Source: an optimization exercise on an open RTL-to-GDS flow (aim: small area and a short achievable clock period). Production flows keep margins and buffers that such runs may drop. Only simulation tests tie the RTL to the original design; equivalence was not proved.

==> inputs of run H <==
==> flow/design.v <==
module lf_fa(input a, input b, input c, output s, output co);
    assign s  = a ^ b ^ c;
    assign co = (a & b) | (a & c) | (b & c);
endmodule
module lf_inv(input a, output y);
    assign y = ~a;
endmodule
module lf_o21ai(input a1, input a2, input b1, output y);
    assign y = ~((a1 | a2) & b1);
endmodule
module lf_a21oi(input a1, input a2, input b1, output y);
    assign y = ~((a1 & a2) | b1);
endmodule
module lf_a31oi(input a1, input a2, input a3, input b1, output y);
    assign y = ~((a1 & a2 & a3) | b1);
endmodule
module lf_a21o(input a1, input a2, input b1, output y);
    assign y = (a1 & a2) | b1;
endmodule
module lf_nand2(input a, input b, output y);
    assign y = ~(a & b);
endmodule
module lf_dec(input s0, input k, input t0, input t1, input self,
              input load, input data, output n);
    wire sn, a, b, c, e, h, dl;
    lf_inv    g1 (.a(s0), .y(sn));
    lf_o21ai  g2 (.a1(k), .a2(t0), .b1(t1), .y(a));            
    lf_a21oi  g3 (.a1(k), .a2(t0), .b1(t1), .y(b));            
    lf_a31oi  g4 (.a1(self), .a2(sn), .a3(a), .b1(b), .y(c));   
    lf_o21ai  g5 (.a1(k), .a2(t0), .b1(s0), .y(e));            
    lf_a21o   g6 (.a1(b), .a2(e), .b1(load), .y(h));           
    lf_nand2  g7 (.a(data), .b(load), .y(dl));
    lf_o21ai  g8 (.a1(c), .a2(h), .b1(dl), .y(n));
endmodule
module top_module(
    input clk,
    input load,
    input [255:0] data,
    output reg [255:0] q );
    wire [255:0] v0, v1, nxt;
    genvar i, j;
    generate
        for (i = 0; i < 16; i = i + 1) begin : row
            for (j = 0; j < 16; j = j + 1) begin : col
                lf_fa uv (.a(q[((i+15)%16)*16+j]), .b(q[i*16+j]), .c(q[((i+1)%16)*16+j]),
                          .s(v0[i*16+j]), .co(v1[i*16+j]));
            end
            for (j = 0; j < 16; j = j + 1) begin : cl
                localparam M = i*16+j;
                localparam L = i*16+((j+15)%16);
                localparam R = i*16+((j+1)%16);
                wire s0, k, t0, t1;
                lf_fa ul (.a(v0[L]), .b(v0[M]), .c(v0[R]), .s(s0), .co(k));
                lf_fa uh (.a(v1[L]), .b(v1[M]), .c(v1[R]), .s(t0), .co(t1));
                lf_dec ud (.s0(s0), .k(k), .t0(t0), .t1(t1), .self(q[M]),
                           .load(load), .data(data[M]), .n(nxt[M]));
            end
        end
    endgenerate
    always @(posedge clk)
        q <= nxt;
endmodule
==> flow/flow/run.sh <==
#!/bin/bash
# Layout flow: the standard ORFS flow (standard.sh), with
#  - port buffers made from $PORT_BUF instead of the default delay buffer,
#  - after floorplan, cells resized by flow/resize.tcl (flip-flops to a
#    stronger drive, oversized logic gates back to size 1),
#  - after global placement, output port buffers resized to $OUT_BUF
#    by flow/post_gp.tcl,
#  - optionally, clock tree synthesis arguments of our own ($CTS_ARGS),
#  - optionally, timing repair limited to the moves in $MOVES.
# Settings are in flow/opts.sh. Each tool's output goes to its log under
# orfs/logs, and make's output to standard.log here.
set -euo pipefail
here=$(pwd)
source "$here/flow/opts.sh"
{
  echo "export BUFFER_PORTS_ARGS = -buffer_cell $PORT_BUF"
  echo "export POST_FLOORPLAN_TCL = $here/flow/resize.tcl"
  echo "export POST_GLOBAL_PLACE_TCL = $here/flow/post_gp.tcl"
  echo "export FF_CELL = $FF_CELL"
  echo "export OUT_BUF = $OUT_BUF"
  if [[ -n "${CTS_ARGS:-}" ]]; then echo "export CTS_ARGS = $CTS_ARGS"; fi
  if [[ -n "${MOVES:-}" ]]; then
    echo "export SETUP_MOVE_SEQUENCE = $MOVES"
    echo "export SKIP_GATE_CLONING = 1"
    echo "export SKIP_LAST_GASP = 1"
  fi
} >> "$FLOW_CONFIG"
bash standard.sh > standard.log 2>&1
==> flow/flow/opts.sh <==
PORT_BUF=sky130_fd_sc_hd__buf_1
FF_CELL=sky130_fd_sc_hd__dfxtp_4
OUT_BUF=sky130_fd_sc_hd__buf_2
CTS_ARGS="-sink_clustering_enable -repair_clock_nets -sink_clustering_size 20 -sink_clustering_max_diameter 100 -buf_list sky130_fd_sc_hd__clkbuf_16 -root_buf sky130_fd_sc_hd__clkbuf_16"
==> flow/flow/post_gp.tcl <==
# After global placement: output port buffers to $OUT_BUF.
set n 0
foreach inst [[ord::get_db_block] getInsts] {
  set m [[$inst getMaster] getName]
  if {$m eq "sky130_fd_sc_hd__buf_1" && [regexp {^output[0-9]+$} [$inst getName]]} {
    replace_cell [get_cells [$inst getName]] [get_lib_cells $::env(OUT_BUF)]
    incr n
  }
}
puts "post_gp.tcl: $n output buffers to $::env(OUT_BUF)"
==> flow/flow/resize.tcl <==
# Resize cells after floorplan: flip-flops to $FF_CELL, and the
# "_2" sizes that synthesis picked for single logic gates back to "_1".
set n_ff 0
set n_dn 0
foreach inst [[ord::get_db_block] getInsts] {
  set m [[$inst getMaster] getName]
  set name [$inst getName]
  if {$m eq "sky130_fd_sc_hd__dfxtp_1" && $m ne $::env(FF_CELL)} {
    replace_cell [get_cells $name] [get_lib_cells $::env(FF_CELL)]
    incr n_ff
  } elseif {[regexp {^(sky130_fd_sc_hd__(o41ai|o31ai|a31oi|nor4bb|o21ai|a21oi|nand2|nor2|xnor2|xor2))_2$} $m -> base]} {
    replace_cell [get_cells $name] [get_lib_cells ${base}_1]
    incr n_dn
  }
}
puts "resize.tcl: $n_ff flip-flops to $::env(FF_CELL), $n_dn gates to size 1"
==> flow/standard.sh <==
#!/bin/bash
# synth_recipe.tcl (not shown) runs the flow's synth.tcl, then flattens the netlist and writes it again
# the make line also repeats each setting of config.mk as NAME=value (left out here)
make -C /OpenROAD-flow-scripts/flow DESIGN_CONFIG=/design/flow/config.mk WORK_HOME=/design/flow/orfs CLKGATE_MAP_FILE= SYNTH_SCRIPT=/design/flow/synth_recipe.tcl "${@:-finish}"
==> flow/config.mk <==
export PLATFORM = sky130hd
export DESIGN_NAME = top_module
export DESIGN_NICKNAME = top_module
export VERILOG_FILES = /design/flow/design.v
export SDC_FILE = /design/flow/constraint.sdc
export NUM_CORES = 4
export LEC_CHECK = 0
export CAP_MARGIN = 20
export CORE_MARGIN = 2
export CORE_UTILIZATION = 60
export SLEW_MARGIN = 20
export SYNTH_HIERARCHICAL = 1
export SYNTH_MINIMUM_KEEP_SIZE = 0
export BUFFER_PORTS_ARGS = -buffer_cell sky130_fd_sc_hd__buf_1
export POST_FLOORPLAN_TCL = /design/flow/flow/resize.tcl
export POST_GLOBAL_PLACE_TCL = /design/flow/flow/post_gp.tcl
export FF_CELL = sky130_fd_sc_hd__dfxtp_4
export OUT_BUF = sky130_fd_sc_hd__buf_2
export CTS_ARGS = -sink_clustering_enable -repair_clock_nets -sink_clustering_size 20 -sink_clustering_max_diameter 100 -buf_list sky130_fd_sc_hd__clkbuf_16 -root_buf sky130_fd_sc_hd__clkbuf_16
==> flow/constraint.sdc <==
create_clock -name core_clock -period 5.0 [get_ports {clk}]
set_input_delay 1.0000 -clock core_clock [delete_from_list [all_inputs] [get_ports {clk}]]
set_output_delay 1.0000 -clock core_clock [all_outputs]
set_load 0.01 [all_outputs]
==> run Y: changes against run H <==
==> flow/design.v, changed modules only <==
module lf_next(input z0, input z1, input x0, input d, input self,
               input load, input data, output n);
    wire c0 = x0 ^ d;
    wire y  = x0 & d;
    assign n = load ? data : (~z1 & (z0 ^ y) & (c0 | self));
endmodule
module top_module(
    input clk,
    input load,
    input [255:0] data,
    output reg [255:0] q );
    wire [255:0] v0, v1, nxt;
    genvar i, j;
    generate
        for (i = 0; i < 16; i = i + 1) begin : row
            for (j = 0; j < 16; j = j + 1) begin : col
                lf_fa uv (.a(q[((i+15)%16)*16+j]), .b(q[i*16+j]), .c(q[((i+1)%16)*16+j]),
                          .s(v0[i*16+j]), .co(v1[i*16+j]));
            end
            for (j = 0; j < 16; j = j + 1) begin : cl
                localparam M = i*16+j;
                localparam L = i*16+((j+15)%16);
                localparam R = i*16+((j+1)%16);
                wire x0, x1, z0, z1;
                lf_fa ux (.a(v0[L]), .b(v0[R]), .c(q[((i+15)%16)*16+j]), .s(x0), .co(x1));
                lf_fa uz (.a(v1[L]), .b(v1[R]), .c(x1), .s(z0), .co(z1));
                lf_next un (.z0(z0), .z1(z1), .x0(x0), .d(q[((i+1)%16)*16+j]), .self(q[M]),
                            .load(load), .data(data[M]), .n(nxt[M]));
            end
        end
    endgenerate
    always @(posedge clk)
        q <= nxt;
endmodule
// module lf_inv removed
// module lf_o21ai removed
// module lf_a21oi removed
// module lf_a31oi removed
// module lf_a21o removed
// module lf_nand2 removed
// module lf_dec removed
==> flow/run.sh (new file) <==
#!/bin/bash
# synth_recipe.tcl (not shown) runs the flow's synth.tcl, then flattens the netlist and writes it again
# the make line also repeats each setting of config.mk as NAME=value (left out here)
make -C /OpenROAD-flow-scripts/flow DESIGN_CONFIG=/design/flow/config.mk WORK_HOME=/design/flow/orfs CLKGATE_MAP_FILE= SYNTH_SCRIPT=/design/flow/synth_recipe.tcl finish
- BUFFER_PORTS_ARGS: -buffer_cell sky130_fd_sc_hd__buf_1 -> default
- CORE_UTILIZATION: 60 -> 40
- CTS_ARGS: -sink_clustering_enable -repair_clock_nets -sink_clustering_size 20 -sink_clustering_max_diameter 100 -buf_list sky130_fd_sc_hd__clkbuf_16 -root_buf sky130_fd_sc_hd__clkbuf_16 -> default
- FF_CELL: sky130_fd_sc_hd__dfxtp_4 -> default
- OUT_BUF: sky130_fd_sc_hd__buf_2 -> default
- POST_FLOORPLAN_TCL: /design/flow/flow/resize.tcl -> default
- POST_GLOBAL_PLACE_TCL: /design/flow/flow/post_gp.tcl -> default
- SYNTH_HIERARCHICAL: 1 -> default
- SYNTH_MINIMUM_KEEP_SIZE: 0 -> default
removed: flow/flow/run.sh
removed: flow/flow/opts.sh
removed: flow/flow/post_gp.tcl
removed: flow/flow/resize.tcl
removed: flow/standard.sh
==> results_dict.tcl <==
set metrics [dict create \
    worst_pin_slew_ps 747 \
    finalCriticalPeriod_ps 2200 \
    min_from "q[63]" \
    met2_usage 0.600 \
    die_area_um2 55200 \
    drtIter0Drc 2364 \
    dr_wl_met2_um 47900 \
    yosysWarnings 7 \
    final_cell_mix "768 x o21ai_1, 768 x fa_1, 257 x inv_1" \
    worst_slack_ps 2800 \
    outcome "no timing/DRC/antenna violations" \
]
The numbers above come from run H.

==> results_dict.tcl <==
set metrics [dict create \
    die_area_um2 89100 \
    finalCriticalPeriod_ps 3030 \
    yosysWarnings 1 \
    final_cell_mix "768 x fa_1, 584 x inv_1, 512 x clkdlybuf4s50_1" \
    grt_start_max_net_pins 115 \
    crit_cells 1 \
    syn_area_um2 34700 \
    drtIter0Drc 1167 \
    outcome "no timing/DRC/antenna violations" \
    dr_wl_met2_um 50600 \
    worst_pin_slew_ps 812 \
    worst_slack_ps 1970 \
    largest_register_ffs 256 \
    yosysSeqAreaShare 0.148 \
]
The numbers above come from run Y.

-- static timing again, ports no longer ideal --
How much do the figures lean on ideal ports? The routed layouts below were timed once more, with nothing changed but the port constraints.
Step 1 (the two cells are an assumption about what drives the block):
set clk [get_ports {clk}]
set_driving_cell -lib_cell sky130_fd_sc_hd__clkbuf_16 $clk
set_driving_cell -lib_cell sky130_fd_sc_hd__buf_2 [delete_from_list [all_inputs] $clk]
Step 2 moves the port delays by t, midway between the first and last clock arrival at a register: inputs arrive t later, outputs are due t later. That takes back most of the time a late clock gives input paths.
Slacks: ideal ports / drivers / drivers and shift; pairs: ideal ports / drivers.
run | t, ns | setup WS [ns] | worst setup path after step 2
run H | 0.617 | 2.803 / 2.742 / 2.389 | input to register
run Y | 0.621 | 1.970 / 1.905 / 2.201 | register to register
After both steps setup and hold are still met in every run listed. For run H, which loses most, drivers alone change the setup slack by -0.061 ns; drivers and shift together by -0.414 ns.
